From an optimization exercise on the open Yosys and OpenROAD flow, aimed at small area; shortcuts taken in it are not production practice. In this exercise RTL edits were held to simulation tests only and were not proved equivalent to the original. Power is estimated from default activity; no workload was simulated.

File: config.mk
export PLATFORM = sky130hd
export DESIGN_NAME = flash_bus
export DESIGN_NICKNAME = flash_bus
export VERILOG_FILES = /design/flow/design.v
export SDC_FILE = /design/flow/constraint.sdc
export NUM_CORES = 4
export LEC_CHECK = 0
export CAP_MARGIN = 20
export CORE_MARGIN = 2
export CORE_UTILIZATION = 65
export PLACE_DENSITY = 0.75
export SETUP_SLACK_MARGIN = 0.2
export SLEW_MARGIN = 20
File: constraint.sdc
create_clock -name core_clock -period 8.0 [get_ports {i_clk}]
set_input_delay 1.6000 -clock core_clock [delete_from_list [all_inputs] [get_ports {i_clk}]]
set_output_delay 1.6000 -clock core_clock [all_outputs]
set_load 0.01 [all_outputs]
File: design.v
module flash_bus_controller (
	input 	i_clk,
	input 	i_rst,
	output 			o_busy,
	input 	[3:0] 		i_operation,
	input 	[1:0]		i_chip,
	input 	[14:0]		i_length,
	input 			i_start,
	input 	[159:0]		i_sb_addr,
	input 			i_startup_done,
        output  [13:0]          o_sample_count,  
        output	[3:0] 		o_chip_ready,
	output	[3:0] 		o_chip_exists,
        input [15:0] i_adc_sample_fifo_data,
        input        i_adc_sample_fifo_almost_empty,
        input        i_adc_sample_fifo_empty,
        output       o_adc_sample_fifo_re,
        input        i_adc_sample_fifo_valid,
	output [12:0] o_wr_buffer_addr,
	input  [15:0] i_wr_buffer_data,
	output [12:0] o_rd_buffer_addr,
	output [15:0] o_rd_buffer_data,
	output	      o_rd_buffer_we,
	input 	[7:0] 		  i_bus_data,
	output	[7:0]	 	  o_bus_data,
	output		 	  o_bus_data_tri_n,
	output			  o_bus_we_n,
	output			  o_bus_re_n,
	output [3:0]		  o_bus_ces_n,
	output			  o_bus_cle,
	output			  o_bus_ale
);
	localparam	CMD_READID		= 8'h90;
	localparam	CMD_RESET		= 8'hFF;
	localparam	CMD_BLOCKERASE0		= 8'h60;
	localparam	CMD_BLOCKERASE1		= 8'hD0;
	localparam	CMD_WRITEPAGE0		= 8'h80;
	localparam	CMD_WRITEPAGE1		= 8'h10;
	localparam	CMD_READ_MODE		= 8'h00;
	localparam	CMD_READPAGE0		= 8'h00;
	localparam	CMD_READPAGE1		= 8'h30;
	localparam 	CMD_READ_PARAMPAGE	= 8'hEC;
	localparam 	CMD_STATUS		= 8'h70;
	localparam 	CMD_SETFEATURES		= 8'hEF;
	localparam OP_READSTATUS 		= 0;
	localparam OP_JUSTREADSTATUS 		= 1;
	localparam OP_RESET 			= 2;
	localparam OP_SET_TIMING_MODE		= 3;
	localparam OP_STARTREAD 		= 4;
	localparam OP_COMPLETEREAD 		= 5;
	localparam OP_PROGRAM 			= 6;
	localparam OP_ERASE 			= 7;
	localparam OP_READID 			= 8;
	localparam OP_READPARAM 		= 9;
	localparam OP_CHECK_EXISTS      	= 10;
	localparam OP_READ_ADC_SAMPLES      	= 11;
	function [31:0] rinc;
		input [31:0] a;
		input        cin;
		integer i;
		reg c;
		begin
			c = cin;
			for (i = 0; i < 32; i = i + 1) begin
				rinc[i] = a[i] ^ c;
				c = c & a[i];
			end
		end
	endfunction
	function [31:0] rdec;
		input [31:0] a;
		input        bin;
		integer i;
		reg c;
		begin
			c = bin;
			for (i = 0; i < 32; i = i + 1) begin
				rdec[i] = a[i] ^ c;
				c = c & ~a[i];
			end
		end
	endfunction
	localparam DELAY_tWP 			= 2;
	localparam DELAY_tRP 			= 2;
        localparam DELAY_STATE_SEND_COMMAND 	= 6;
        localparam DELAY_STATE_SEND_ADDRESS 	= 6;
        localparam DELAY_STATE_READ_DATA 	= 6;
        localparam DELAY_STATE_WRITE_DATA 	= 6;
        localparam DELAY_STATE_WHR 		= 8;
        localparam DELAY_STATE_ADL 		= 9;
        localparam DELAY_STATE_RHW 		= 13;
        localparam DELAY_STATE_WB 		= 13;
	localparam DIR_OUT = 0;
	localparam DIR_IN  = 1;
        localparam STATE_RESET              = 0;
        localparam STATE_STARTUP_0          = 1;
        localparam STATE_STARTUP_1          = 2;
        localparam STATE_IDLE               = 3;
        localparam STATE_SEND_COMMAND_0     = 4;
        localparam STATE_SEND_ADDRESS       = 5;
        localparam STATE_SEND_COMMAND_1     = 6;
        localparam STATE_READ_STATUS        = 7;
        localparam STATE_DELAY_ADL          = 8;
        localparam STATE_DELAY_WHR          = 9;
        localparam STATE_DELAY_RHW          = 10;
        localparam STATE_DELAY_WB           = 11;
        localparam STATE_WRITE_DATA         = 12;
        localparam STATE_READ_DATA          = 13;
        localparam STATE_READ_ADC_SAMPLES_0 = 14;
        localparam STATE_READ_ADC_SAMPLES_1 = 15;
	reg [3:0] state_reg, state_next;
	reg [3:0] delay_reg;
	reg [3:0] chip_ready_reg, chip_ready_next;
	reg [3:0] chip_exists_reg, chip_exists_next;
	reg [3:0] op_reg, op_next;
	reg [1:0] chip_reg, chip_next;
	reg [7:0] bus_data_in_reg;
	reg	  bus_dir_reg, bus_dir_next;
	reg [7:0] bus_data_out_reg, bus_data_out_next;
	reg	  bus_we_n_reg, bus_we_n_next;
	reg	  bus_re_n_reg, bus_re_n_next;
	reg [3:0] bus_ces_n_reg, bus_ces_n_next;
	reg	  bus_cle_reg, bus_cle_next;
	reg	  bus_ale_reg, bus_ale_next;
        reg adc_sample_fifo_re_reg, adc_sample_fifo_re_next;
        reg [13:0] wr_buffer_addr_reg, wr_buffer_addr_next;
        reg [12:0] rd_buffer_addr_reg, rd_buffer_addr_next;
        reg [15:0] rd_buffer_data_reg, rd_buffer_data_next;
        reg        rd_buffer_we_reg, rd_buffer_we_next;
	reg [14:0] byte_count_reg, byte_count_next;
	reg [13:0] sample_count_reg, sample_count_next;
	reg [2:0]  addr_bytes_reg, addr_bytes_next;
        reg [1:0] chip_counter_reg, chip_counter_next;
        reg [1:0] startup_op_reg, startup_op_next;
        reg       reading_status_reg, reading_status_next;
        wire [3:0] chip_decode_n = ~(4'h1 << chip_reg);
	reg delay_done;
	always @* begin
		case (state_reg)
			STATE_SEND_COMMAND_0, STATE_SEND_COMMAND_1: delay_done = (delay_reg == DELAY_STATE_SEND_COMMAND-1);
			STATE_SEND_ADDRESS:                         delay_done = (delay_reg == DELAY_STATE_SEND_ADDRESS-1);
			STATE_READ_STATUS, STATE_READ_DATA:         delay_done = (delay_reg == DELAY_STATE_READ_DATA-1);
			STATE_DELAY_WHR:                            delay_done = (delay_reg == DELAY_STATE_WHR-1);
			STATE_DELAY_ADL:                            delay_done = (delay_reg == DELAY_STATE_ADL-1);
			STATE_DELAY_RHW:                            delay_done = (delay_reg == DELAY_STATE_RHW-1);
			STATE_DELAY_WB:                             delay_done = (delay_reg == DELAY_STATE_WB-1);
			STATE_WRITE_DATA:                           delay_done = (delay_reg == DELAY_STATE_WRITE_DATA-1);
			default:                                    delay_done = 1'b1;
		endcase
	end
	wire [3:0] addr_chip_sel = 4'h1 << chip_reg;
	reg  [4:0] addr_byte_sel;
	always @* begin
		case (addr_bytes_reg)
			3'd5:    addr_byte_sel = 5'b00001;
			3'd4:    addr_byte_sel = 5'b00010;
			3'd3:    addr_byte_sel = 5'b00100;
			3'd2:    addr_byte_sel = 5'b01000;
			default: addr_byte_sel = 5'b10000;
		endcase
	end
	reg  [7:0] addr_byte;
	integer ci, bi;
	always @* begin
		addr_byte = 8'd0;
		for (ci = 0; ci < 4; ci = ci + 1)
			for (bi = 0; bi < 5; bi = bi + 1)
				addr_byte = addr_byte | ({8{addr_chip_sel[ci] & addr_byte_sel[bi]}} & i_sb_addr[40*ci + 8*bi +: 8]);
	end
	always @(posedge i_clk) begin
		delay_reg <= (state_reg == STATE_RESET || state_reg == STATE_STARTUP_0 || state_reg == STATE_STARTUP_1 ||
		              state_reg == STATE_IDLE || state_reg == STATE_READ_ADC_SAMPLES_0 ||
		              state_reg == STATE_READ_ADC_SAMPLES_1 || delay_done) ? 4'd0 : delay_reg + 4'd1;
		chip_ready_reg <= chip_ready_next;
		op_reg <= op_next;
		chip_reg <= chip_next;
		byte_count_reg[14:1] <= byte_count_next[14:1];
		sample_count_reg <= sample_count_next;
		addr_bytes_reg <= addr_bytes_next;
		chip_counter_reg <= chip_counter_next;
		startup_op_reg <= startup_op_next;
		reading_status_reg <= reading_status_next;
	end
	always @(posedge i_clk or posedge i_rst) begin
		if (i_rst) begin
			state_reg <= STATE_RESET;
			chip_exists_reg <= 0;
			byte_count_reg[0] <= 1'b0;
			bus_data_in_reg <= 0;
			bus_dir_reg <= DIR_OUT;
			bus_data_out_reg <= 0;
			bus_we_n_reg <= 1;
			bus_re_n_reg <= 1;
			bus_ces_n_reg <= 0;
			bus_cle_reg <= 0;
			bus_ale_reg <= 0;
			adc_sample_fifo_re_reg <= 0;
			wr_buffer_addr_reg <= 0;
			rd_buffer_addr_reg <= 0;
			rd_buffer_data_reg <= 0;
			rd_buffer_we_reg <= 0;
		end else begin
			state_reg <= state_next;
			chip_exists_reg <= chip_exists_next;
			byte_count_reg[0] <= byte_count_next[0];
			bus_data_in_reg <= i_bus_data;
			bus_data_out_reg <= bus_data_out_next;
			bus_dir_reg <= bus_dir_next;
			bus_we_n_reg <= bus_we_n_next;
			bus_re_n_reg <= bus_re_n_next;
			bus_ces_n_reg <= bus_ces_n_next;
			bus_cle_reg <= bus_cle_next;
			bus_ale_reg <= bus_ale_next;
			adc_sample_fifo_re_reg <= adc_sample_fifo_re_next;
			wr_buffer_addr_reg <= wr_buffer_addr_next;
			rd_buffer_addr_reg <= rd_buffer_addr_next;
			rd_buffer_data_reg <= rd_buffer_data_next;
			rd_buffer_we_reg <= rd_buffer_we_next;
		end
	end
	assign o_busy = (state_reg != STATE_IDLE);
	wire [31:0] rdec32_rd = rdec({29'd0, rd_buffer_addr_reg[2:0]}, 1'b1);
	wire [31:0] rinc32_rd = rinc({22'd0, rd_buffer_addr_reg[12:3]}, 1'b1);
	wire [31:0] rdec32_wr = rdec({28'd0, wr_buffer_addr_reg[3:0]}, 1'b1);
	wire [31:0] rinc32_wr = rinc({22'd0, wr_buffer_addr_reg[13:4]}, 1'b1);
	wire [31:0] rdec32_bc = rdec({17'd0, byte_count_reg}, 1'b1);
	wire [31:0] rinc32_sl = rinc({28'd0, sample_count_reg[3:0]}, 1'b1);
	wire [31:0] rinc32_su = rinc({22'd0, sample_count_reg[13:4]}, (sample_count_reg[3:0] == 4'd0));
	wire [13:0] sample_count_inc = {rinc32_su[9:0], rinc32_sl[3:0]};
	always @* begin
		state_next = state_reg;
                chip_ready_next = chip_ready_reg;
                chip_exists_next = chip_exists_reg;
                op_next = op_reg;
		chip_next = chip_reg;
                byte_count_next = byte_count_reg;
                sample_count_next = sample_count_reg;
		addr_bytes_next = addr_bytes_reg;
                adc_sample_fifo_re_next = 1'b0;
                wr_buffer_addr_next = wr_buffer_addr_reg;
                rd_buffer_addr_next[2:0] = (rd_buffer_we_reg) ? rdec32_rd[2:0] : rd_buffer_addr_reg[2:0];
                rd_buffer_addr_next[12:3] = (rd_buffer_we_reg && (rd_buffer_addr_reg[2:0] == 3'd0)) ? rinc32_rd[9:0] : rd_buffer_addr_reg[12:3];
		rd_buffer_data_next[15:8] = (!byte_count_reg[0]) ? bus_data_in_reg : rd_buffer_data_reg[15:8];
		rd_buffer_data_next[7:0] = (byte_count_reg[0]) ? bus_data_in_reg : rd_buffer_data_reg[7:0];
		rd_buffer_we_next = 1'b0;
                chip_counter_next = chip_counter_reg;
                startup_op_next = startup_op_reg;
                reading_status_next = reading_status_reg;
		case (state_reg)
                        STATE_RESET: begin
                            if (i_startup_done) begin
                                chip_ready_next = 4'hF;
                                chip_exists_next = 0;
                                chip_counter_next = 0;
                                startup_op_next = 0;
                                state_next = STATE_STARTUP_0;
                            end
			end
                        STATE_STARTUP_0: begin
                            if (startup_op_reg == 2'd3) begin
                                state_next = STATE_IDLE;
                            end else if (chip_ready_reg[chip_counter_reg]) begin
                                reading_status_next = 0;
                                state_next = STATE_STARTUP_1;
                            end else begin
                                reading_status_next = 1;
                                chip_next = chip_counter_reg;
                                op_next = (reading_status_reg) ? OP_JUSTREADSTATUS : OP_READSTATUS;
                                state_next = (reading_status_reg) ? STATE_READ_STATUS : STATE_SEND_COMMAND_0;
                            end
                        end
                        STATE_STARTUP_1: begin
                            op_next = (startup_op_reg == 2'd0) ? OP_RESET           :
                                      (startup_op_reg == 2'd1) ? OP_SET_TIMING_MODE : OP_CHECK_EXISTS;
                            chip_next = chip_counter_reg;
                            chip_counter_next = chip_counter_reg + 1;
                            startup_op_next = (chip_counter_reg == 2'd3) ? startup_op_reg + 2'd1 : startup_op_reg;
                            state_next = STATE_SEND_COMMAND_0;
                        end
			STATE_IDLE: begin
                            op_next = i_operation;
                            chip_next = i_chip;
                            rd_buffer_addr_next = 13'd7;
                            wr_buffer_addr_next = 14'd15;
                            if (i_start) begin
                                byte_count_next = i_length;
                                state_next = (i_operation == OP_JUSTREADSTATUS)   ? STATE_READ_STATUS        :
                                             (i_operation == OP_READ_ADC_SAMPLES) ? STATE_READ_ADC_SAMPLES_0 : STATE_SEND_COMMAND_0;
                            end
			end
                        STATE_SEND_COMMAND_0: begin
                            addr_bytes_next = (op_reg == OP_SET_TIMING_MODE) ? 3'd1 :
                                              (op_reg == OP_READID)          ? 3'd1 :
                                              (op_reg == OP_CHECK_EXISTS)    ? 3'd1 :
                                              (op_reg == OP_ERASE)           ? 3'd3 :
                                              (op_reg == OP_READPARAM)       ? 3'd1 : 3'd5;
                            if (op_reg == OP_RESET)
                                chip_ready_next[chip_reg] = 1'b0;
                            if (delay_done) begin
                                state_next = (op_reg == OP_READSTATUS)   ? STATE_DELAY_WHR    :
                                             (op_reg == OP_RESET)        ? STATE_DELAY_WB     :
                                             (op_reg == OP_COMPLETEREAD) ? STATE_DELAY_WHR    : STATE_SEND_ADDRESS;
                            end
                        end
                        STATE_SEND_ADDRESS: begin
                            if (op_reg == OP_READPARAM)
                                chip_ready_next[chip_reg] = 1'b0;
                            if (delay_done) begin
				if (addr_bytes_reg == 3'd1) begin
                                    state_next = (op_reg == OP_PROGRAM)         ? STATE_DELAY_ADL :
                                                 (op_reg == OP_SET_TIMING_MODE) ? STATE_DELAY_ADL :
                                                 (op_reg == OP_READPARAM)       ? STATE_DELAY_WB  :
                                                 (op_reg == OP_READID)          ? STATE_DELAY_WHR :
                                                 (op_reg == OP_CHECK_EXISTS)    ? STATE_DELAY_WHR : STATE_SEND_COMMAND_1;
				end else begin
                                    addr_bytes_next = addr_bytes_reg - 3'd1;
				end
                            end
			end
                        STATE_SEND_COMMAND_1: begin
                            if ((op_reg == OP_ERASE) || (op_reg == OP_STARTREAD))
                                chip_ready_next[chip_reg] = 1'b0;
                            if (delay_done) begin
                               state_next = (op_reg == OP_ERASE)     ? STATE_DELAY_WB :
                                            (op_reg == OP_PROGRAM)   ? STATE_DELAY_WB :
                                            (op_reg == OP_STARTREAD) ? STATE_DELAY_WB : STATE_IDLE;
                            end
                        end
                        STATE_DELAY_WHR: begin
                            if ((op_reg == OP_READID) || (op_reg == OP_CHECK_EXISTS))
                                byte_count_next = 15'd6;
                            if (delay_done) begin
                                state_next = (op_reg == OP_READSTATUS)   ? STATE_READ_STATUS :
                                             (op_reg == OP_READID)       ? STATE_READ_DATA   :
                                             (op_reg == OP_CHECK_EXISTS) ? STATE_READ_DATA   :
                                             (op_reg == OP_COMPLETEREAD) ? STATE_READ_DATA   : STATE_IDLE;
                            end
                        end
			STATE_READ_STATUS: begin
                            if (delay_done) begin
                                chip_ready_next[chip_reg] = bus_data_in_reg[6];
                                state_next = STATE_DELAY_RHW;
                            end
			end
                        STATE_DELAY_ADL: begin
                            if (delay_done) begin
                                wr_buffer_addr_next[3:0] = rdec32_wr[3:0];
                                wr_buffer_addr_next[13:4] = (wr_buffer_addr_reg[3:0] == 4'd0) ? rinc32_wr[9:0] : wr_buffer_addr_reg[13:4];
                                state_next = STATE_WRITE_DATA;
                                if (op_reg == OP_SET_TIMING_MODE)
                                    byte_count_next = 15'd4;
                            end
                        end
                        STATE_DELAY_RHW, STATE_DELAY_WB: begin
                            if (delay_done)
                                state_next = (startup_op_reg != 2'd3) ? STATE_STARTUP_0 : STATE_IDLE;
                        end
                        STATE_WRITE_DATA: begin
                            chip_ready_next[chip_reg] = 1'b0;
                            if (delay_done) begin
                                wr_buffer_addr_next[3:0] = rdec32_wr[3:0];
                                wr_buffer_addr_next[13:4] = (wr_buffer_addr_reg[3:0] == 4'd0) ? rinc32_wr[9:0] : wr_buffer_addr_reg[13:4];
                                byte_count_next = rdec32_bc[14:0];
                                if (byte_count_reg == 15'd1) begin
                                    state_next = (op_reg == OP_PROGRAM)         ? STATE_SEND_COMMAND_1 :
                                                 (op_reg == OP_SET_TIMING_MODE) ? STATE_DELAY_WB       : STATE_IDLE;
                                end
                            end
                        end
			STATE_READ_DATA: begin
                            if (delay_done) begin
                                rd_buffer_we_next = (op_reg == OP_CHECK_EXISTS) ? 1'b0 : byte_count_reg[0];
                                if (((op_reg == OP_READID) || (op_reg == OP_CHECK_EXISTS)) && (byte_count_reg == 15'd5) && (bus_data_in_reg != 8'd0))
                                    chip_exists_next[chip_reg] = 1'b1;
                                byte_count_next = rdec32_bc[14:0];
                                if (byte_count_reg == 15'd1)
                                    state_next = STATE_DELAY_RHW;
                            end
                        end
			STATE_READ_ADC_SAMPLES_0: begin
                            if (i_adc_sample_fifo_empty) begin
                                sample_count_next = 0;
                                state_next = STATE_READ_ADC_SAMPLES_1;
                            end else if (adc_sample_fifo_re_reg && i_adc_sample_fifo_valid) begin
                                rd_buffer_data_next = i_adc_sample_fifo_data;
                                rd_buffer_we_next = 1'b1;
                                sample_count_next = sample_count_inc;
                                if (i_adc_sample_fifo_almost_empty)
                                    state_next = STATE_READ_ADC_SAMPLES_1;
                                else
                                    adc_sample_fifo_re_next = 1'b1;
                            end else begin
                                sample_count_next = 0;
                                adc_sample_fifo_re_next = 1'b1;
                            end
                        end
			STATE_READ_ADC_SAMPLES_1: begin
                            rd_buffer_data_next = 16'hFFFF;
                            rd_buffer_we_next = 1'b1;
                            sample_count_next = sample_count_inc;
                            state_next = STATE_IDLE;
                        end
			default: ;
		endcase
	end
        wire [7:0] wr_buffer_data_out_byte = (byte_count_reg[0]) ? i_wr_buffer_data[7:0] : i_wr_buffer_data[15:8];
        always @* begin
	    case (state_reg)
                STATE_RESET, STATE_STARTUP_0, STATE_STARTUP_1, STATE_IDLE, STATE_DELAY_WB, STATE_DELAY_RHW, STATE_READ_ADC_SAMPLES_0, STATE_READ_ADC_SAMPLES_1: begin
                    bus_dir_next = DIR_IN;
                    bus_data_out_next = 8'h0;
                    bus_we_n_next = 1;
                    bus_re_n_next = 1;
                    bus_ces_n_next = 4'hF;
                    bus_cle_next = 0;
                    bus_ale_next = 0;
                end
                STATE_SEND_COMMAND_0: begin
                    bus_dir_next = DIR_OUT;
                    bus_data_out_next = (op_reg == OP_READSTATUS)      ? CMD_STATUS         :
                                        (op_reg == OP_RESET)           ? CMD_RESET          :
                                        (op_reg == OP_READID)          ? CMD_READID         :
                                        (op_reg == OP_CHECK_EXISTS)    ? CMD_READID         :
                                        (op_reg == OP_READPARAM)       ? CMD_READ_PARAMPAGE :
                                        (op_reg == OP_PROGRAM)         ? CMD_WRITEPAGE0     :
                                        (op_reg == OP_STARTREAD)       ? CMD_READPAGE0      :
                                        (op_reg == OP_COMPLETEREAD)    ? CMD_READ_MODE      :
                                        (op_reg == OP_ERASE)           ? CMD_BLOCKERASE0    :
                                        (op_reg == OP_SET_TIMING_MODE) ? CMD_SETFEATURES    : 8'h00;
                    bus_we_n_next = (delay_reg < DELAY_tWP) ? 0 : 1;
                    bus_re_n_next = 1;
                    bus_ces_n_next = chip_decode_n;
                    bus_cle_next = 1;
                    bus_ale_next = 0;
                end
                STATE_SEND_COMMAND_1: begin
                    bus_dir_next = DIR_OUT;
                    bus_data_out_next = (op_reg == OP_STARTREAD)    ? CMD_READPAGE1   :
                                        (op_reg == OP_PROGRAM)      ? CMD_WRITEPAGE1  :
                                        (op_reg == OP_ERASE)        ? CMD_BLOCKERASE1 : 8'h00;
                    bus_we_n_next = (delay_reg < DELAY_tWP) ? 0 : 1;
                    bus_re_n_next = 1;
                    bus_ces_n_next = chip_decode_n;
                    bus_cle_next = 1;
                    bus_ale_next = 0;
                end
                STATE_SEND_ADDRESS: begin
                    bus_dir_next = DIR_OUT;
                    bus_data_out_next = (op_reg == OP_SET_TIMING_MODE) ? 8'h01 :
                                        ((op_reg == OP_READID) || (op_reg == OP_CHECK_EXISTS) || (op_reg == OP_READPARAM)) ? 8'h00 :
                                        addr_byte;
                    bus_we_n_next = (delay_reg < DELAY_tWP) ? 0 : 1;
                    bus_re_n_next = 1;
                    bus_ces_n_next = chip_decode_n;
                    bus_cle_next = 0;
                    bus_ale_next = 1;
                end
                STATE_READ_STATUS, STATE_READ_DATA: begin
                    bus_dir_next = DIR_IN;
                    bus_data_out_next = 8'h00;
                    bus_we_n_next = 1;
                    bus_re_n_next = (delay_reg < DELAY_tRP) ? 0 : 1;
                    bus_ces_n_next = chip_decode_n;
                    bus_cle_next = 0;
                    bus_ale_next = 0;
                end
                STATE_WRITE_DATA: begin
                    bus_dir_next = DIR_OUT;
                    bus_data_out_next = (op_reg == OP_SET_TIMING_MODE) ? ((byte_count_reg == 15'd4) ? 8'h04 : 8'h00) : wr_buffer_data_out_byte;
                    bus_we_n_next = (delay_reg < DELAY_tWP) ? 0 : 1;
                    bus_re_n_next = 1;
                    bus_ces_n_next = chip_decode_n;
                    bus_cle_next = 0;
                    bus_ale_next = 0;
                end
                default: begin
                    bus_dir_next = DIR_IN;
                    bus_data_out_next = 8'h0;
                    bus_we_n_next = 1;
                    bus_re_n_next = 1;
                    bus_ces_n_next = chip_decode_n;
                    bus_cle_next = 0;
                    bus_ale_next = 0;
                end
            endcase
        end
	assign o_sample_count = sample_count_reg;
        assign o_adc_sample_fifo_re = adc_sample_fifo_re_reg;
        assign o_bus_data 	= bus_data_out_reg;
	assign o_bus_data_tri_n = bus_dir_reg;
	assign o_bus_we_n 	= bus_we_n_reg;
	assign o_bus_re_n 	= bus_re_n_reg;
	assign o_bus_ces_n 	= bus_ces_n_reg;
	assign o_bus_cle 	= bus_cle_reg;
	assign o_bus_ale 	= bus_ale_reg;
        assign o_chip_ready = chip_ready_reg;
        assign o_chip_exists = chip_exists_reg;
        assign o_wr_buffer_addr = wr_buffer_addr_reg[13:1];
        assign o_rd_buffer_addr = rd_buffer_addr_reg;
        assign o_rd_buffer_data = rd_buffer_data_reg;
        assign o_rd_buffer_we = rd_buffer_we_reg;
endmodule
module flash_bus_sm (
	input 	i_clk,
	input 	i_rst,
        input i_recording_en,
        output o_top_bus_active,
        input i_disp_cmd_req,
        output o_disp_cmd_ack,
        input [71:0] i_disp_cmd_data,
        output o_disp_rsp_req,
        input i_disp_rsp_ack,
        input i_disp_rsp_listening,
        output [25:0] o_disp_rsp_data,
        output [3:0] o_disp_chip_active,
        output o_disp_wr_buffer_rsvd,
        output o_disp_rd_buffer_rsvd,
	output	[31:0]	o_cyclecount_sum,
	input	    	i_cyclecount_reset,
	input	[7:0]	i_cyclecount_start,
	input	[7:0]	i_cyclecount_end,
        output o_adc_master_record,
	input 			i_ctrl_busy,
	output reg [3:0]	o_ctrl_operation,
	output     [1:0]	o_ctrl_chip,
	output     [14:0]	o_ctrl_length,
	output reg		o_ctrl_start,
	output     [159:0]	o_sb_addr,
	output			o_startup_done,
	input      [13:0]	i_sample_count,
	input      [3:0]	i_ctrl_chip_ready
);
	localparam OP_READSTATUS 		= 0;
	localparam OP_JUSTREADSTATUS 		= 1;
	localparam OP_RESET 			= 2;
	localparam OP_SET_TIMING_MODE		= 3;
	localparam OP_STARTREAD 		= 4;
	localparam OP_COMPLETEREAD 		= 5;
	localparam OP_PROGRAM 			= 6;
	localparam OP_ERASE 			= 7;
	localparam OP_READID 			= 8;
	localparam OP_READPARAM 		= 9;
	localparam OP_READ_ADC_SAMPLES		= 11;
	function [31:0] rinc;
		input [31:0] a;
		input        cin;
		integer i;
		reg c;
		begin
			c = cin;
			for (i = 0; i < 32; i = i + 1) begin
				rinc[i] = a[i] ^ c;
				c = c & a[i];
			end
		end
	endfunction
	function [31:0] rdec;
		input [31:0] a;
		input        bin;
		integer i;
		reg c;
		begin
			c = bin;
			for (i = 0; i < 32; i = i + 1) begin
				rdec[i] = a[i] ^ c;
				c = c & ~a[i];
			end
		end
	endfunction
	localparam CS_READ_START_PENDING = 1;
	localparam CS_READ_DATA_PENDING  = 2;
	localparam CS_READ_DATA_DONE	 = 3;
	localparam CS_WRITE_DATA_PENDING = 4;
	localparam CS_WRITE_DATA_ONBUS   = 5;
	localparam CS_WRITE_DATA_DONE    = 6;
	localparam CS_ERASE_PENDING      = 7;
	localparam CS_ERASE_ONBUS        = 8;
	localparam CS_ERASE_DONE         = 9;
	localparam CS_READID_0           = 10;
	localparam CS_READID_1           = 11;
	localparam CS_READPARAM_0        = 12;
	localparam CS_READPARAM_1        = 13;
	localparam CS_READPARAM_2        = 14;
	localparam CS_SETTIMINGMODE_0    = 15;
	localparam CS_SETTIMINGMODE_1    = 16;
	localparam CS_RESET_0            = 17;
	localparam CS_RESET_1            = 18;
	localparam CS_GET_ADC_SAMPLES_0  = 19;
	localparam CS_GET_ADC_SAMPLES_1  = 20;
	localparam STATE_IDLE 		      = 0;
	localparam STATE_NEW_RQST_0	      = 1;
	localparam STATE_GET_NEXT_OP_0 	      = 2;
	localparam STATE_GET_NEXT_OP_1 	      = 3;
        localparam STATE_WAIT_FOR_CONTROLLER  = 5;
        localparam STATE_CHECK_FOR_CHIP_READY = 6;
	localparam STATE_DO_BUS_OP	      = 7;
	localparam STATE_NEW_RSLT_0	      = 8;
	localparam STATE_NEW_RSLT_1	      = 9;
	localparam STATE_SWITCH_CHIPS	      = 10;
	reg [3:0]  state_reg;
	reg [31:0] sys_cycle_count_reg;
	reg [31:0] op_cycle_count_reg;
	reg        recording_reg;
	reg        new_cmd_ack_reg;
	reg        new_rsp_req_reg;
	reg [17:0] new_rsp_data_reg;
	reg [3:0]  chip_active_reg;
	reg        wr_buffer_rsvd_reg;
	reg        rd_buffer_rsvd_reg;
	reg [1:0]  curr_chip_reg;
	reg [1:0]  new_chip_reg;
	reg        new_rd_reg, new_wr_reg;
	reg [39:0] sb_addr  [0:3];
	reg [7:0]  sb_tag   [0:3];
	reg [9:0]  sb_len   [0:3];
	reg [4:0]  sb_state [0:3];
	reg [3:0]  sb_srs;
	reg [31:0] sb_cc    [0:3];
	reg [3:0]  sb_cc_valid;		 
	reg [31:0] cc_pend;		 
	reg [1:0]  cc_pend_chip;
	reg [2:0]  cc_age;		 
	reg [1:0]  rd_a0, rd_a1, rd_a2;	 
	wire [1:0] c = curr_chip_reg;
	wire [7:0] rd_tag   = sb_tag[c];
	wire [9:0] rd_len   = sb_len[c];
	wire [4:0] rd_state = sb_state[c];
	wire       rd_srs   = sb_srs[c];
	wire        nq_state  = (state_reg == STATE_NEW_RQST_0);
	reg  [1:0]  cc_addr;		 
	wire [31:0] cc_rd     = sb_cc_valid[cc_addr] ? sb_cc[cc_addr] : 32'd0;
	wire [2:0] new_op   = i_disp_cmd_data[48:46];
	wire [1:0] new_chip = i_disp_cmd_data[41:40];
	reg  [4:0] new_state;
	always @* begin
		case (new_op)
			3'd0: new_state = CS_WRITE_DATA_PENDING;
			3'd1: new_state = CS_READ_START_PENDING;
			3'd2: new_state = CS_ERASE_PENDING;
			3'd3: new_state = CS_READID_0;
			3'd4: new_state = CS_READPARAM_0;
			3'd5: new_state = CS_RESET_0;
			3'd6: new_state = CS_SETTIMINGMODE_0;
			default: new_state = CS_GET_ADC_SAMPLES_0;
		endcase
	end
	wire st_adc   = (rd_state == CS_GET_ADC_SAMPLES_0) || (rd_state == CS_GET_ADC_SAMPLES_1);
	wire st_prog  = (rd_state == CS_WRITE_DATA_PENDING) || (rd_state == CS_WRITE_DATA_ONBUS) || (rd_state == CS_WRITE_DATA_DONE);
	wire st_rdbuf = (rd_state == CS_READ_START_PENDING) || (rd_state == CS_READ_DATA_PENDING) || (rd_state == CS_READ_DATA_DONE) ||
	                (rd_state == CS_READID_0) || (rd_state == CS_READID_1) ||
	                (rd_state == CS_READPARAM_0) || (rd_state == CS_READPARAM_1) || (rd_state == CS_READPARAM_2) || st_adc;
	reg st_send, st_onbus, st_done;
	reg [3:0] st_op;
	always @* begin
		st_send = 1'b0; st_onbus = 1'b0; st_done = 1'b0; st_op = 4'd0;
		case (rd_state)
			CS_READ_START_PENDING: begin st_send = 1'b1; st_op = OP_STARTREAD; end
			CS_READ_DATA_PENDING:  begin st_send = 1'b1; st_op = OP_COMPLETEREAD; end
			CS_WRITE_DATA_PENDING: begin st_send = 1'b1; st_op = OP_PROGRAM; end
			CS_ERASE_PENDING:      begin st_send = 1'b1; st_op = OP_ERASE; end
			CS_READID_0:           begin st_send = 1'b1; st_op = OP_READID; end
			CS_READPARAM_0:        begin st_send = 1'b1; st_op = OP_READPARAM; end
			CS_READPARAM_1:        begin st_send = 1'b1; st_op = OP_COMPLETEREAD; end
			CS_SETTIMINGMODE_0:    begin st_send = 1'b1; st_op = OP_SET_TIMING_MODE; end
			CS_RESET_0:            begin st_send = 1'b1; st_op = OP_RESET; end
			CS_GET_ADC_SAMPLES_0:  begin st_send = 1'b1; st_op = OP_READ_ADC_SAMPLES; end
			CS_WRITE_DATA_ONBUS, CS_ERASE_ONBUS: st_onbus = 1'b1;
			CS_READ_DATA_DONE, CS_WRITE_DATA_DONE, CS_ERASE_DONE, CS_READID_1, CS_READPARAM_2,
			CS_SETTIMINGMODE_1, CS_RESET_1, CS_GET_ADC_SAMPLES_1: st_done = 1'b1;
			default: ;
		endcase
	end
	wire in_idle  = (state_reg == STATE_IDLE);
	wire in_nq    = (state_reg == STATE_NEW_RQST_0);
	wire in_do    = (state_reg == STATE_DO_BUS_OP);
	wire in_check = (state_reg == STATE_CHECK_FOR_CHIP_READY);
	wire chip_rdy = i_ctrl_chip_ready[c];
	wire cs_match = (i_cyclecount_start[4:0] != 5'd0) && (i_cyclecount_start[4:0] == rd_state);
	wire ce_match = (i_cyclecount_end[4:0] != 5'd0) && (i_cyclecount_end[4:0] == rd_state);
	wire we_new   = in_idle && i_disp_cmd_req;
	wire we_state = in_do && (st_send || st_onbus);
	wire we_srs   = in_check && !chip_rdy;
	wire we_cc_do = we_state && cs_match;
	wire cc_load   = in_nq | we_cc_do;	 
	wire cc_commit = cc_age[2] | (cc_age[1] & cc_load);
	integer k;
	always @(posedge i_clk) begin
		for (k = 0; k < 4; k = k + 1) begin
			if (we_new && new_chip == k) begin
				sb_addr[k] <= i_disp_cmd_data[39:0];
				sb_tag[k]  <= i_disp_cmd_data[71:64];
				sb_len[k]  <= i_disp_cmd_data[63:54];
			end
			if (we_new && new_chip == k)
				sb_state[k] <= new_state;
			else if (we_state && c == k)
				sb_state[k] <= rd_state + 5'd1;
			if (we_new && new_chip == k)
				sb_srs[k] <= 1'b0;
			else if (we_srs && c == k)
				sb_srs[k] <= 1'b1;
			if (cc_commit && cc_pend_chip == k)
				sb_cc[k] <= cc_pend;
		end
		if (cc_load) begin
			cc_pend <= in_nq ? cc_rd : sys_cycle_count_reg;
			cc_pend_chip <= in_nq ? new_chip_reg : c;
		end
		if (in_idle) begin
			new_chip_reg <= new_chip;
			new_rd_reg <= (new_op == 3'd1) || (new_op == 3'd3) || (new_op == 3'd4) || (new_op == 3'd7);
			new_wr_reg <= (new_op == 3'd0);
		end
		cc_addr <= we_new ? rd_a1 : c;
		rd_a0 <= in_nq ? new_chip_reg : c;
		rd_a1 <= rd_a0;
		rd_a2 <= rd_a1;
	end
	always @(posedge i_clk or posedge i_rst) begin
		if (i_rst) begin
			sb_cc_valid <= 4'd0;
			cc_age <= 3'd0;
		end else begin
			cc_age <= {cc_age[1] & ~cc_load, cc_age[0] & ~cc_load, cc_load};
			for (k = 0; k < 4; k = k + 1)
				if (cc_commit && cc_pend_chip == k)
					sb_cc_valid[k] <= 1'b1;
		end
	end
	wire [9:0]  adc_units = i_sample_count[13:4];	 
	always @(posedge i_clk or posedge i_rst) begin
		if (i_rst) begin
			state_reg <= STATE_IDLE;
			sys_cycle_count_reg <= 0;
			op_cycle_count_reg <= 0;
			recording_reg <= 0;
			new_cmd_ack_reg <= 0;
			new_rsp_req_reg <= 0;
			new_rsp_data_reg <= 0;
			chip_active_reg <= 0;
			wr_buffer_rsvd_reg <= 0;
			rd_buffer_rsvd_reg <= 0;
			curr_chip_reg <= 0;
		end else begin
			sys_cycle_count_reg <= rinc(sys_cycle_count_reg, 1'b1);
			new_cmd_ack_reg <= 1'b0;
			if (!i_recording_en)
				recording_reg <= 1'b0;
			if (i_cyclecount_reset)
				op_cycle_count_reg <= 0;
			case (state_reg)
				STATE_IDLE: begin
					if (i_disp_cmd_req) begin
						new_cmd_ack_reg <= 1'b1;
						state_reg <= STATE_NEW_RQST_0;
					end else if (chip_active_reg[c]) begin
						state_reg <= STATE_GET_NEXT_OP_0;
					end else begin
						curr_chip_reg <= c + 2'd1;
					end
				end
				STATE_NEW_RQST_0: begin
					chip_active_reg[new_chip_reg] <= 1'b1;
					if (new_rd_reg) rd_buffer_rsvd_reg <= 1'b1;
					if (new_wr_reg) wr_buffer_rsvd_reg <= 1'b1;
					state_reg <= STATE_IDLE;
				end
				STATE_GET_NEXT_OP_0: state_reg <= STATE_GET_NEXT_OP_1;
				STATE_GET_NEXT_OP_1: state_reg <= STATE_WAIT_FOR_CONTROLLER;
				STATE_WAIT_FOR_CONTROLLER: begin
					if (!i_ctrl_busy)
						state_reg <= st_adc ? STATE_DO_BUS_OP : STATE_CHECK_FOR_CHIP_READY;
				end
				STATE_CHECK_FOR_CHIP_READY: begin
					state_reg <= chip_rdy ? STATE_DO_BUS_OP : STATE_SWITCH_CHIPS;
				end
				STATE_DO_BUS_OP: begin
					if (i_cyclecount_start[4:0] == 5'd0)
						recording_reg <= 1'b0;
					else if (cs_match && i_recording_en)
						recording_reg <= 1'b1;
					if (i_cyclecount_end[4:0] == 5'd0)
						recording_reg <= 1'b0;
					else if (ce_match) begin
						op_cycle_count_reg <= op_cycle_count_reg + (sys_cycle_count_reg - cc_rd);
						recording_reg <= 1'b0;
					end
					if (st_send || st_onbus)
						state_reg <= STATE_SWITCH_CHIPS;
					else if (st_done)
						state_reg <= STATE_NEW_RSLT_0;
				end
				STATE_SWITCH_CHIPS: begin
					curr_chip_reg <= c + 2'd1;
					state_reg <= STATE_IDLE;
				end
				STATE_NEW_RSLT_0: begin
					new_rsp_req_reg <= 1'b1;
					if (st_adc)
						new_rsp_data_reg <= {rd_tag, adc_units};
					else
						new_rsp_data_reg <= {rd_tag, rd_len};
					state_reg <= STATE_NEW_RSLT_1;
				end
				STATE_NEW_RSLT_1: begin
					if (i_disp_rsp_ack) begin
						chip_active_reg[c] <= 1'b0;
						if (st_rdbuf) rd_buffer_rsvd_reg <= 1'b0;
						if (st_prog) wr_buffer_rsvd_reg <= 1'b0;
						new_rsp_req_reg <= 1'b0;
						state_reg <= STATE_SWITCH_CHIPS;
					end
				end
				default: ;
			endcase
		end
	end
	always @* begin
		o_ctrl_operation = 4'd0;
		o_ctrl_start = 1'b0;
		if (in_check && !chip_rdy) begin
			o_ctrl_operation = rd_srs ? OP_JUSTREADSTATUS : OP_READSTATUS;
			o_ctrl_start = 1'b1;
		end else if (in_do && st_send) begin
			o_ctrl_operation = st_op;
			o_ctrl_start = 1'b1;
		end
	end
	assign o_ctrl_chip = c;
	assign o_ctrl_length = {rd_len, 5'd0};
	assign o_sb_addr = {sb_addr[3], sb_addr[2], sb_addr[1], sb_addr[0]};
	assign o_startup_done = (sys_cycle_count_reg == 32'd124999);
	assign o_cyclecount_sum = op_cycle_count_reg;
        assign o_disp_cmd_ack = new_cmd_ack_reg;
        assign o_disp_rsp_req = new_rsp_req_reg;
        assign o_disp_rsp_data = i_disp_rsp_listening ? {new_rsp_data_reg, 8'd0} : 26'd0;
        assign o_disp_chip_active = chip_active_reg;
        assign o_disp_wr_buffer_rsvd = wr_buffer_rsvd_reg;
        assign o_disp_rd_buffer_rsvd = rd_buffer_rsvd_reg;
        assign o_top_bus_active = |chip_active_reg;
        assign o_adc_master_record = recording_reg;
endmodule
module flash_bus #(
	parameter NUM_OF_CHIPS 			= 4,
	parameter CMD_FIFO_DATA_WIDTH 	= 72,
	parameter WR_FIFO_DATA_WIDTH 	= 128,
	parameter RD_FIFO_DATA_WIDTH 	= 136,
	parameter RSLT_FIFO_DATA_WIDTH 	= 26,
	parameter PERIOD 				= 8,
	parameter PAGE_SIZE_WIDTH		= 15
 )
 (
	input 	i_clk,
	input 	i_rst,
        output o_top_bus_active,
        input i_recording_en,
        input i_disp_cmd_req,
        output o_disp_cmd_ack,
        input [CMD_FIFO_DATA_WIDTH-1:0] i_disp_cmd_data,
        output o_disp_rsp_req,
        input i_disp_rsp_ack,
        input i_disp_rsp_listening,
        output [RSLT_FIFO_DATA_WIDTH-1:0] o_disp_rsp_data,
        output [NUM_OF_CHIPS-1:0] o_disp_chip_active,
        output o_disp_wr_buffer_rsvd,
        output o_disp_rd_buffer_rsvd,
        input [15:0] i_adc_sample_fifo_data,
        input        i_adc_sample_fifo_almost_empty,
        input        i_adc_sample_fifo_empty,
        output       o_adc_sample_fifo_re,
        input        i_adc_sample_fifo_valid,
        output [12:0] o_wr_buffer_addr,
        input  [15:0] i_wr_buffer_data,
        output [12:0] o_rd_buffer_addr,
        output [15:0] o_rd_buffer_data,
        output        o_rd_buffer_we,
	output	[0:31]						o_cyclecount_sum,
	input								i_cyclecount_reset,
	input	[0:7]						i_cyclecount_start,
	input	[0:7]						i_cyclecount_end,
        output o_adc_master_record,
	input 	[7:0] 						i_bus_data,
	output 	[7:0]	 					o_bus_data,
	output		 						o_bus_data_tri_n,
	output 								o_bus_we_n,
	output 								o_bus_re_n,
	output [NUM_OF_CHIPS-1:0] 					o_bus_ces_n,
	output 								o_bus_cle,
	output 								o_bus_ale,
        output [NUM_OF_CHIPS-1:0] o_chip_exists
 );
	wire		ctrl_busy;
	wire [3:0]	ctrl_operation;
	wire [1:0]	ctrl_chip;
	wire [14:0]	ctrl_length;
	wire		ctrl_start;
	wire [13:0]	ctrl_sample_count;
	wire [159:0]	sb_addr;
	wire		startup_done;
	wire [3:0]	chip_ready;
	flash_bus_sm busSM (
		.i_clk(i_clk),
		.i_rst(i_rst),
                .o_top_bus_active(o_top_bus_active),
                .i_recording_en(i_recording_en),
                .i_disp_cmd_req(i_disp_cmd_req),
                .o_disp_cmd_ack(o_disp_cmd_ack),
                .i_disp_cmd_data(i_disp_cmd_data),
                .o_disp_rsp_req(o_disp_rsp_req),
                .i_disp_rsp_ack(i_disp_rsp_ack),
                .i_disp_rsp_listening(i_disp_rsp_listening),
                .o_disp_rsp_data(o_disp_rsp_data),
                .o_disp_chip_active(o_disp_chip_active),
                .o_disp_wr_buffer_rsvd(o_disp_wr_buffer_rsvd),
                .o_disp_rd_buffer_rsvd(o_disp_rd_buffer_rsvd),
		.o_cyclecount_sum(o_cyclecount_sum),
		.i_cyclecount_reset(i_cyclecount_reset),
		.i_cyclecount_start(i_cyclecount_start),
		.i_cyclecount_end(i_cyclecount_end),
                .o_adc_master_record(o_adc_master_record),
		.i_ctrl_busy(ctrl_busy),
		.o_ctrl_operation(ctrl_operation),
		.o_ctrl_chip(ctrl_chip),
		.o_ctrl_length(ctrl_length),
		.o_ctrl_start(ctrl_start),
		.o_sb_addr(sb_addr),
		.o_startup_done(startup_done),
                .i_sample_count(ctrl_sample_count),
		.i_ctrl_chip_ready(chip_ready)
	);
	flash_bus_controller busController (
		.i_clk(i_clk),
		.i_rst(i_rst),
		.o_busy(ctrl_busy),
		.i_operation(ctrl_operation),
		.i_chip(ctrl_chip),
		.i_length(ctrl_length),
		.i_start(ctrl_start),
		.i_sb_addr(sb_addr),
		.i_startup_done(startup_done),
		.o_sample_count(ctrl_sample_count),
		.o_chip_ready(chip_ready),
		.o_chip_exists(o_chip_exists),
                .i_adc_sample_fifo_data(i_adc_sample_fifo_data),
                .i_adc_sample_fifo_almost_empty(i_adc_sample_fifo_almost_empty),
                .i_adc_sample_fifo_empty(i_adc_sample_fifo_empty),
                .o_adc_sample_fifo_re(o_adc_sample_fifo_re),
                .i_adc_sample_fifo_valid(i_adc_sample_fifo_valid),
		.o_wr_buffer_addr(o_wr_buffer_addr),
		.i_wr_buffer_data(i_wr_buffer_data),
		.o_rd_buffer_addr(o_rd_buffer_addr),
		.o_rd_buffer_data(o_rd_buffer_data),
		.o_rd_buffer_we(o_rd_buffer_we),
		.i_bus_data(i_bus_data),
		.o_bus_data(o_bus_data),
		.o_bus_data_tri_n(o_bus_data_tri_n),
		.o_bus_we_n(o_bus_we_n),
		.o_bus_re_n(o_bus_re_n),
		.o_bus_ces_n(o_bus_ces_n),
		.o_bus_cle(o_bus_cle),
		.o_bus_ale(o_bus_ale)
	);
endmodule
File: flow/run.sh
#!/bin/bash
# Layout flow: the standard flow (standard synthesis netlist structure and
# registers, floorplan, power grid, placement, CTS, routing) with changes that
# only affect how the combinational logic is mapped and buffered:
#  - ABC maps the combinational logic with an area-oriented script
#    (flow/abc_area.script) instead of ORFS's delay-oriented one; the
#    registers Yosys creates are the same;
#  - the input and output ports get sky130_fd_sc_hd__buf_1 port buffers
#    instead of the default clkdlybuf4s50_1;
#  - clock tree synthesis uses smaller clock buffers and no dummy loads.
# The full make output goes to flow_make.log in the work folder; each ORFS step
# also keeps its own log under orfs/logs/.
set -euo pipefail
WORK=$(pwd)
SCRIPTS="$WORK/orfs_scripts"
rm -rf "$SCRIPTS"
cp -r "$FLOW_HOME/scripts" "$SCRIPTS"
if [[ -f flow/abc_area.script ]]; then
  cp flow/abc_area.script "$SCRIPTS/abc_speed.script"
fi
bash standard.sh \
  "SCRIPTS_DIR=$SCRIPTS" \
  "BUFFER_PORTS_ARGS=-buffer_cell sky130_fd_sc_hd__buf_1" \
  "CTS_ARGS=-sink_clustering_enable -repair_clock_nets -dont_use_dummy_load -sink_clustering_size 14 -sink_clustering_max_diameter 60 -buf_list sky130_fd_sc_hd__clkbuf_8" \
  finish > flow_make.log 2>&1
File: flow/abc_area.script
strash
&get -n
&deepsyn -J 30 -T 300
&dch -f
&nf -p
&put
File: standard.sh
#!/bin/bash
# synth_recipe.tcl (not shown) runs the flow's synth.tcl, then flattens the netlist and writes it again
# the make line also repeats each setting of config.mk as NAME=value (left out here)
make -C /OpenROAD-flow-scripts/flow DESIGN_CONFIG=/design/flow/config.mk WORK_HOME=/design/flow/orfs CLKGATE_MAP_FILE= SYNTH_SCRIPT=/design/flow/synth_recipe.tcl "${@:-finish}"
==> impl_metrics.ini, run 1 <==
[run_status]
status = complete, no violations

[layout]
stdcell_count = 3150
top_regs = busSM.sb_addr: 160 flops, busSM.sb_cc: 128 flops, busSM.sb_len: 40 flops
layout-area-overhead-vs-synth_pct = 9.569
nFillCells = 3108
layout_commonest_cell = edfxtp_1
layout-drive-gt1-share = 0.05084
nets = 2865
regMostFlops = busSM.sb_addr
largest_reg_flops = 160
seqCellArea_um2 = 18800
final_cell_mix = 464 x edfxtp_1, 247 x buf_1, 236 x nand2_1, 196 x clkinv_1, 181 x dfrtp_1
multi_input_area_um2 = 9176

[sta]
hold_viol = 0
maxSlewHeadroom = 0.3466
finalSetupTns_ns = 0
finalMaxSlewViolations = 0
rsz0062_at_grt = no
whs_ns = 0.3349
fmax_ghz = 0.1381
fin_crit_sh = 0.9049
min_period_ns = 7.239
skew_ns = 0.05395
setup_violations = 0
tightest_slew_ns = 0.9698

[synthesis]
synthFlopType = edfxtp_1
synth_cell_types = 55
syn_inst = 2222
ys_ff_latch = 661
async_flop_share = 0.2769
syn_avg_cell_area_um2 = 12.95
synth_edf_count = 464
seq_area_frac_synth = 0.6534
ys_warn_count = 7
syn_area_um2 = 28770

[worst_setup_path]
critPathBufInv = 1
ff2ff_setup_slack_ns = 0.76
crit_path_top_delay_cell = fa_1
required_ns = 8.57
timing.rr.end = busSM.op_cycle_count_reg[31]
crit_family = compound AO/OA/AOI/OAI gates
cp_max_fo = 6
path_depth = 39
rr_startpoint = busSM.sb_cc_valid[2]
crit_path_frequent_cell = o21ai_0
timing.critical_path.from_type = flop
timing.critical_path.slowest_cell_delay_ns = 0.56
path_class = reg2reg
endpoint_kind = flop
arrival_ns = 7.81
r2r_cells = 39
crit_path_end = busSM.op_cycle_count_reg[31]
startpoint = busSM.sb_cc_valid[2]

[power_and_ir_drop]
p_comb_frac = 0.352
totalPowerFinal_w = 0.009593
p_int_w = 0.006063
p_leak_nw = 11.75
seq_power_share = 0.477
power_per_cell_area_nw_per_um2 = 304.4
netSwitchingPower_w = 0.003531
power.share.clock = 0.171
swShare = 0.3680
peakVddDrop_v = 0.0002055

[route]
wl_um = 68500
dr.pass1.iters = 9
wl_per_cell_um = 21.75
ant_nets = 0
num_vias = 19590
vias_per_cell = 6.220
initialDrtViolationCount = 2205
drc = 0

[grt]
grt_pass1_wl_um = 106000
grt_pass1_vias = 19470
grt_use_total = 0.2973
overflow = 0
grt_start_max_net_pins = 133
grt_antenna_before_repair = 1

[placement]
port_buffers = 247
dp_cells = 3086
routabilityCongestion = 0.9462
dp_hpwl_um = 45820

[die]
dieArea_um2 = 45950
die_x_um = 214.4
initial_core_util = 0.6548
ios = 271
fp-row-count = 77
die-height_um = 214.4
core-area_um2 = 43930

[clock_tree]
cts_made_buffers = 56
clk_latency_ns = 0.69
clk_pin_slew_ns = 0.10
cts_buffer_depth = 3
htreeDepth = 2
tritoncts = built
cts-root-buf = clkbuf_8
cts.sink_count = 661

[run]
drv_cap = 0

[min_path]
worstHoldPathType = reg2reg
cell families (layout without fill, tap and decap cells):
| kind of cell | count (synthesis) | after routing | share of synthesized area |
|---|---|---|---|
| AO/OA/AOI/OAI | 500 | 500 | 0.1196 |
| XOR/XNOR | 25 | 25 | 0.007612 |
| adder cells (fa/ha/maj) | 168 | 168 | 0.08117 |
| buffers and inverters | 221 | 549 | 0.03158 |
| flip-flops | 661 | 661 | 0.6534 |
| multiplexers | 13 | 13 | 0.005698 |
| other | 1 | 9 | 0.0001304 |
| AND/OR/NAND/NOR | 633 | 633 | 0.1008 |
worst min-delay path by stage:
stage,startpoint,end,slack (ns),cells past startpoint
2_1_floorplan,busSM.rd_a0[0],busSM.rd_a1[0],0.31,0
3_3_place_gp,busSM.rd_a0[0],busSM.rd_a1[0],0.31,0
3_5_place_dp,busSM.rd_a0[0],busSM.rd_a1[0],0.32,0
4_1_cts,busSM.rd_a0[0],busSM.rd_a1[0],0.34,0
5_1_grt,busSM.rd_a0[1],busSM.rd_a1[1],0.34,0
6_report,busSM.rd_a0[0],busSM.rd_a1[0],0.33,0
cells in the mapped netlist, types with 16 or more instances:
| master | instances | area [um^2] |
|---|---|---|
| a21boi_0 | 16 | 120.1 |
| a21oi_1 | 95 | 475.5 |
| a222oi_1 | 87 | 870.8 |
| a22o_1 | 27 | 236.5 |
| and2_0 | 56 | 350.3 |
| and3_1 | 23 | 143.9 |
| buf_4 | 21 | 157.7 |
| clkinv_1 | 200 | 750.7 |
| dfrtp_1 | 181 | 4529 |
| edfxtp_1 | 464 | 13930 |
| fa_1 | 31 | 620.6 |
| ha_1 | 137 | 1714 |
| nand2_1 | 236 | 885.9 |
| nand3_1 | 32 | 160.2 |
| nor2_1 | 164 | 615.6 |
| nor2b_1 | 27 | 168.9 |
| nor3_1 | 30 | 150.1 |
| nor4_1 | 18 | 112.6 |
| o21ai_0 | 113 | 565.5 |
| o22ai_1 | 50 | 312.8 |
| o31ai_1 | 26 | 195.2 |
| xnor2_1 | 19 | 166.4 |
layer usage:
metal / vias to the layer above / wire length (um) / track usage
met5: - / 0 / 0
met1: 9700 / 26970 / 0.3942
met4: 0 / 2094 / 0.1065
met3: 156 / 5074 / 0.04340
li1: 8930 / - / -
met2: 808 / 34360 / 0.5069
metrics by stage:
step,area [um^2],util,worst slack (ns)
3_3_place_gp,30660,0.6978,0.1667
4_1_cts,31450,0.7158,0.1592
3_5_place_dp,30660,0.6978,0.005747
5_1_grt,31520,0.7174,0.1201
6_report,31520,0.7174,0.7605
2_1_floorplan,28800,-,0.3932
area by class of cell:
cell class | instances | area share
flip-flops and latches | 661 | 0.5964
multi-input cells | 1347 | 0.2911
repair buffers | 293 | 0.04037
clock buffers | 56 | 0.02445
inverters | 200 | 0.02406
well taps | 592 | 0.02350
diodes | 1 | 0.00007940
power by group through the flow:
stage               Sequential [W]  Clock, W  Combinational [W]
finish                     0.00458   0.00164            0.00338
global route               0.00463   0.00177            0.00375
CTS                        0.00457   0.00166            0.00331
detailed placement         0.00464         0            0.00329
global placement           0.00462         0            0.00318
floorplan                  0.00459         0            0.00222
timing repair:
item | CTS | global route
pin swaps | 3 | 13
endpoints found under the setup margin | 2 | 6
buffers inserted | 2 | 5
gates resized for setup | 4 | 27
hold buffers | 0 | 0
==> inputs of run 2 (changes only) <==
--- a/flow/run.sh
+++ b/flow/run.sh
@@ -21,5 +21,5 @@
 bash standard.sh \
   "SCRIPTS_DIR=$SCRIPTS" \
   "BUFFER_PORTS_ARGS=-buffer_cell sky130_fd_sc_hd__buf_1" \
-  "CTS_ARGS=-sink_clustering_enable -repair_clock_nets -dont_use_dummy_load -sink_clustering_size 14 -sink_clustering_max_diameter 60 -buf_list sky130_fd_sc_hd__clkbuf_8" \
+  "CTS_ARGS=-sink_clustering_enable -repair_clock_nets -dont_use_dummy_load -sink_clustering_size 10 -sink_clustering_max_diameter 40 -buf_list sky130_fd_sc_hd__clkbuf_4" \
   finish > flow_make.log 2>&1
==> impl_metrics.ini, run 2 <==
[clock_tree]
ctsHoldBuffers = 0
cts-root-buf = clkbuf_4
htreeDepth = 3
cts.sink_count = 661
clk_latency_ns = 0.86
tritoncts = built
cts_buffer_depth = 3
cts_made_buffers = 90
clk_pin_slew_ns = 0.10

[synthesis]
ys_warn_count = 7
synth_top_area_cell = edfxtp_1
seq_area_frac_synth = 0.6534
synth_cell_types = 55
ys_ff_latch = 661
synth_common_cells = 464 x edfxtp_1, 236 x nand2_1, 200 x clkinv_1
async_flop_share = 0.2769
synth_top_area_frac = 0.4844
syn_avg_cell_area_um2 = 12.95
synth_edf_count = 464
synth_most_common_cell = edfxtp_1
yosys-top-cells-area = edfxtp_1 48%, dfrtp_1 16%, ha_1 6.0%
syn_inst = 2222
synthFlopType = edfxtp_1
syn_area_um2 = 28770

[route]
dr.pass1.iters = 6
ant_nets = 0
wl_um = 68580
initialDrtViolationCount = 2242
drc = 0
wl_per_cell_um = 21.50
vias_per_cell = 6.175
num_vias = 19690

[grt]
grt_pass1_wl_um = 106900
overflow = 0
grt_antenna_before_repair = 3
grt_use_total = 0.3005
grt_start_max_net_pins = 133
grt_pass1_vias = 19730

[sta]
hold_viol = 0
rsz0062_at_grt = yes
maxSlewHeadroom = 0.3125
fin_crit_sh = 0.9127
min_period_ns = 7.301
fmax_ghz = 0.1370
finalMaxSlewViolations = 0
finalSetupTns_ns = 0
whs_ns = 0.3383
setup_violations = 0
skew_ns = 0.09024
tightest_slew_ns = 1.020

[layout]
regMostFlops = busSM.sb_addr
final_cell_mix = 464 x edfxtp_1, 247 x buf_1, 236 x nand2_1, 196 x clkinv_1, 181 x dfrtp_1
stdcell_count = 3189
nets = 2901
post-route-util = 0.7159
nFillCells = 3145
largest_reg_flops = 160
seqCellArea_um2 = 18800
layout-drive-gt1-share = 0.06363
multi_input_area_um2 = 9181
layout_commonest_cell = edfxtp_1
layout-area-overhead-vs-synth_pct = 9.330
top_regs = busSM.sb_addr: 160 flops, busSM.sb_cc: 128 flops, busSM.sb_len: 40 flops

[placement]
dp_hpwl_um = 45820
dp_cells = 3086
routabilityCongestion = 0.9462
port_buffers = 247

[power_and_ir_drop]
peakVddDrop_v = 0.0001816
power_per_cell_area_nw_per_um2 = 301.9
seq_power_share = 0.482
totalPowerFinal_w = 0.009494
power.share.clock = 0.162
netSwitchingPower_w = 0.003537
p_leak_nw = 11.77
p_comb_frac = 0.356
swShare = 0.3725
p_int_w = 0.005958

[worst_setup_path]
timing.rr.end = busSM.op_cycle_count_reg[31]
rr_startpoint = busSM.sb_cc_valid[2]
timing.critical_path.slowest_cell_delay_ns = 0.56
crit_path_end = busSM.op_cycle_count_reg[31]
cp_max_fo = 6
ff2ff_setup_slack_ns = 0.70
endpoint_kind = flop
startpoint = busSM.sb_cc_valid[2]
required_ns = 8.73
crit_path_frequent_cell = o21ai_0
timing.critical_path.from_type = flop
r2r_cells = 39
path_class = reg2reg
crit_path_top_delay_cell = fa_1
arrival_ns = 8.04

[die]
core-area_um2 = 43930
ios = 271
die-height_um = 214.4
die_x_um = 214.4
initial_core_util = 0.6548
dieArea_um2 = 45950
fp-row-count = 77

[run_status]
status = complete, no violations

[run]
drv_cap = 0

[min_path]
worstHoldPathType = reg2reg
## run 2: final cells by class
cell class | count | share of cell area
antenna | 4 | 0.0003183
clock buffer | 90 | 0.02148
inverter | 200 | 0.02411
multi-input combinational | 1347 | 0.2919
sequential | 661 | 0.5977
tap | 592 | 0.02355
timing repair buffer | 295 | 0.04094
## run 2: cell families (layout without fill, tap and decap cells)
kind of cell / count (synthesis) / count (layout) / synth area share
DFF: 661 / 661 / 0.6534
and+or+nand+nor: 633 / 633 / 0.1008
AOI/OAI and AO/OA: 500 / 500 / 0.1196
buffers and inverters: 221 / 585 / 0.03158
adders and majority gates: 168 / 168 / 0.08117
xor gates and xnor gates: 25 / 25 / 0.007612
muxes: 13 / 13 / 0.005698
other: 1 / 12 / 0.0001304
## run 2: timing repair
action,4_1_cts,5_1_grt
pin swaps,3,13
buffers inserted,2,7
endpoints found under the setup margin,2,6
gates resized for setup,5,26
## run 2: worst min-delay path by stage
stage                              start              to  slack [ns]  cells past startpoint
after floorplan           busSM.rd_a0[0]  busSM.rd_a1[0]        0.31                      0
after global placement    busSM.rd_a0[0]  busSM.rd_a1[0]        0.31                      0
after detailed placement  busSM.rd_a0[0]  busSM.rd_a1[0]        0.32                      0
after CTS                 busSM.rd_a0[0]  busSM.rd_a1[0]        0.34                      0
after global routing      busSM.rd_a0[1]  busSM.rd_a1[1]        0.35                      0
final                     busSM.rd_a0[0]  busSM.rd_a1[0]        0.34                      0
## run 2: stage by stage
step	instance area [um^2]	worst slack (ns)
floorplan	28800	0.3932
global placement	30660	0.1667
detailed placement	30660	0.005747
CTS	31360	0.1277
global route	31450	0.06899
finish	31450	0.6988
## run 2: power by group through the flow
| stage | sequential (W) | combinational [W] | clock, W |
|---|---|---|---|
| after floorplan | 0.00459 | 0.00222 | 0 |
| after global routing | 0.00463 | 0.00376 | 0.00170 |
| after detailed placement | 0.00464 | 0.00329 | 0 |
| final | 0.00458 | 0.00338 | 0.00154 |
| after CTS | 0.00457 | 0.00331 | 0.00158 |
| after global placement | 0.00462 | 0.00318 | 0 |
## run 2: layer usage
metal | vias up | wire length (um) | global-route usage
li1 | 9035 | - | -
met3 | 154 | 5328 | 0.05645
met2 | 849 | 34090 | 0.5039
met1 | 9653 | 27000 | 0.3962
met4 | 0 | 2158 | 0.1106
met5 | - | 0 | 0
## run 2: critical path: cells and delay by family, from the launching register on
family / cells / cell delay (ns)
AOI/OAI and AO/OA: 32 / 5.38
adders and majority gates: 2 / 0.85
and+or+nand+nor: 4 / 0.50
DFF: 1 / 0.39
buffers and inverters: 1 / 0.08
==> inputs of run 3 (changes only) <==
--- a/flow/run.sh
+++ b/flow/run.sh
@@ -21,5 +21,5 @@
 bash standard.sh \
   "SCRIPTS_DIR=$SCRIPTS" \
   "BUFFER_PORTS_ARGS=-buffer_cell sky130_fd_sc_hd__buf_1" \
-  "CTS_ARGS=-sink_clustering_enable -repair_clock_nets -dont_use_dummy_load -sink_clustering_size 10 -sink_clustering_max_diameter 40 -buf_list sky130_fd_sc_hd__clkbuf_4" \
+  "CTS_ARGS=-sink_clustering_enable -repair_clock_nets -dont_use_dummy_load -sink_clustering_size 16 -sink_clustering_max_diameter 60 -buf_list sky130_fd_sc_hd__clkbuf_8" \
   finish > flow_make.log 2>&1
==> impl_metrics.ini, run 3 <==
[run_status]
status = complete, no violations

[die]
ios = 271
die_x_um = 214.4
dieArea_um2 = 45950
core-area_um2 = 43930
initial_core_util = 0.6548
fp-row-count = 77
die-height_um = 214.4

[route]
dr.max_layer_used = met4
vias_per_cell = 6.205
wl_per_cell_um = 21.71
dr.pass1.iters = 9
drc = 0
num_vias = 19500
wl_met1_um = 27060
wl_met2_um = 33850
initialDrtViolationCount = 2108
met3_length_um = 5150
ant_nets = 0
wl_um = 68220

[grt]
grt_start_max_net_pins = 133
grt_pass1_vias = 19410
overflow = 0
grt_pass1_wl_um = 105800
grt_use_total = 0.2964
grt_antenna_before_repair = 1

[clock_tree]
clk_pin_slew_ns = 0.10
clk_latency_ns = 0.68
ctsHoldBuffers = 0
cts_made_buffers = 49
cts.sink_count = 661
cts-root-buf = clkbuf_8
htreeDepth = 2
tritoncts = built
cts_buffer_depth = 3

[synthesis]
synth_top_area_cell = edfxtp_1
syn_area_um2 = 28770
ys_ff_latch = 661
synth_most_common_cell = edfxtp_1
synth_top_area_frac = 0.4844
synth_xor_area_frac = 0.007612
synth_edf_count = 464
synthFlopType = edfxtp_1
synthAdderAreaFrac = 0.08117
synth_common_cells = 464 x edfxtp_1, 236 x nand2_1, 200 x clkinv_1
async_flop_share = 0.2769
syn_avg_cell_area_um2 = 12.95
syn_inst = 2222
synthMuxAreaShare = 0.005698
synth_cell_types = 55
seq_area_frac_synth = 0.6534
synth_top_family_by_area = compound AO/OA/AOI/OAI gates
yosys.area_share.simple = 0.1008
synth_compound_area_frac = 0.1196
yosys-top-cells-area = edfxtp_1 48%, dfrtp_1 16%, ha_1 6.0%
ys_warn_count = 7

[sta]
fmax_ghz = 0.1369
rsz0062_at_grt = no
whs_ns = 0.3350
hold_viol = 0
skew_ns = 0.05448
setup_violations = 0
maxSlewHeadroom = 0.3375
finalMaxSlewViolations = 0
finalSetupTns_ns = 0
min_period_ns = 7.303
fin_crit_sh = 0.9129
tightest_slew_ns = 0.9834

[worst_setup_path]
required_ns = 8.59
crit_path_end = busSM.op_cycle_count_reg[31]
timing.critical_path.from_type = flop
startpoint = busSM.sb_cc_valid[2]
r2r_cells = 39
path_class = reg2reg
crit_path_frequent_cell = o21ai_0
cp_max_fo = 6
endpoint_kind = flop
crit_path_top_delay_cell = fa_1
ff2ff_setup_slack_ns = 0.70
rr_startpoint = busSM.sb_cc_valid[2]
timing.critical_path.slowest_cell_delay_ns = 0.56
timing.rr.end = busSM.op_cycle_count_reg[31]
arrival_ns = 7.89

[power_and_ir_drop]
power_per_cell_area_nw_per_um2 = 302.3
p_leak_nw = 11.69
peakVddDrop_v = 0.0002085

[layout]
finalInstanceArea_um2 = 31420
multi_input_area_um2 = 9180
top_regs = busSM.sb_addr: 160 flops, busSM.sb_cc: 128 flops, busSM.sb_len: 40 flops
layout-area-overhead-vs-synth_pct = 9.221
nFillCells = 3112
nets = 2857
regMostFlops = busSM.sb_addr
largest_reg_flops = 160
layout_commonest_cell = edfxtp_1
seqCellArea_um2 = 18800
layout-drive-gt1-share = 0.04825
final_cell_mix = 464 x edfxtp_1, 247 x buf_1, 236 x nand2_1, 196 x clkinv_1, 181 x dfrtp_1

[min_path]
worstHoldPathType = reg2reg

[placement]
port_buffers = 247
routabilityCongestion = 0.9462
postPlaceCellArea_um2 = 30660
dp_hpwl_um = 45820

[run]
drv_cap = 0
-- run 3: cells by family (layout without fill, tap and decap cells) --
| family | count (synthesis) | after routing |
|---|---|---|
| adder cells (fa/ha/maj) | 168 | 168 |
| flip-flops | 661 | 661 |
| XOR/XNOR | 25 | 25 |
| multiplexers | 13 | 13 |
| AO/OA/AOI/OAI | 500 | 500 |
| other | 1 | 9 |
| AND/OR/NAND/NOR | 633 | 633 |
| buffers and inverters | 221 | 541 |
-- run 3: how the worst min path moves through the flow --
stage	startpoint	end	slack, ns	cells after the start
2_1_floorplan	busSM.rd_a0[0]	busSM.rd_a1[0]	0.31	0
3_3_place_gp	busSM.rd_a0[0]	busSM.rd_a1[0]	0.31	0
3_5_place_dp	busSM.rd_a0[0]	busSM.rd_a1[0]	0.32	0
4_1_cts	busSM.rd_a0[0]	busSM.rd_a1[0]	0.34	0
5_1_grt	busSM.rd_a0[1]	busSM.rd_a1[1]	0.35	0
6_report	busSM.rd_a0[0]	busSM.rd_a1[0]	0.33	0
-- run 3: layout make-up --
cell class | count | share of cell area
flip-flops and latches | 661 | 0.5983
multi-input cells | 1347 | 0.2922
repair buffers | 292 | 0.04026
inverters | 200 | 0.02413
well taps | 592 | 0.02358
clock buffers | 49 | 0.02147
diodes | 1 | 0.00007965
-- run 3: worst max-delay path, delay by kind of cell, from the launching register on --
family	cells	cell delay, ns
AOI/OAI and AO/OA	32	5.47
adders and majority gates	2	0.85
and+or+nand+nor	4	0.47
DFF	1	0.39
buffers and inverters	1	0.08
-- run 3: metrics by stage --
stage,worst slack [ns],std cells,util,total power [W]
floorplan,0.3932,2229,-,0.006813
CTS,0.2117,3136,0.7135,0.009451
detailed placement,0.005747,3086,0.6978,0.007929
finish,0.6966,3142,0.7151,0.009499
global route,0.1370,3141,0.7151,0.01006
global placement,0.1667,3086,0.6978,0.007806
-- run 3: routing by layer --
layer | up-vias | track usage
met5 | - | 0
met4 | 0 | 0.09676
met3 | 161 | 0.04794
met2 | 828 | 0.5045
met1 | 9597 | 0.3947
li1 | 8909 | -
-- run 3: where the power goes --
| part | internal [W] | total, W | switching (W) | leakage, nW |
|---|---|---|---|---|
| Sequential | 0.00423 | 0.00458 | 0.000342 | 6.61 |
| Combinational | 0.00120 | 0.00338 | 0.00218 | 4.73 |
| Clock | 0.000549 | 0.00154 | 0.000996 | 0.352 |
| Total | 0.00599 | 0.00950 | 0.00351 | 11.7 |
-- run 3: what timing repair did --
action | in CTS | in global routing
setup endpoints to repair | 2 | 6
pin swaps | 2 | 12
buffers inserted | 1 | 5
gates resized for setup | 5 | 26

port drivers added, routing unchanged:
Ports are ideal in the flow. The routed layouts listed here were re-timed in OpenROAD. Step 1 sets driving cells, clkbuf_16 on the clock port and buf_2 on the other inputs (assumed; they add their load-dependent delay and slew). Step 2 moves the port delays by t, midway between the first and last clock arrival at a register: inputs arrive t later, outputs are due t later. That takes back most of the time a late clock gives input paths. Three values: ideal ports, drivers, drivers and shift; two values: the first two.
run | t (ns) | setup WS [ns] | clock arrival spread, ns
run 1 | 0.715 | 0.761 / 0.761 / 0.761 | 0.069 / 0.069
run 2 | 0.865 | 0.699 / 0.699 / 0.699 | 0.092 / 0.092
run 3 | 0.706 | 0.697 / 0.697 / 0.697 | 0.055 / 0.055
After both steps every run listed still meets setup and hold.
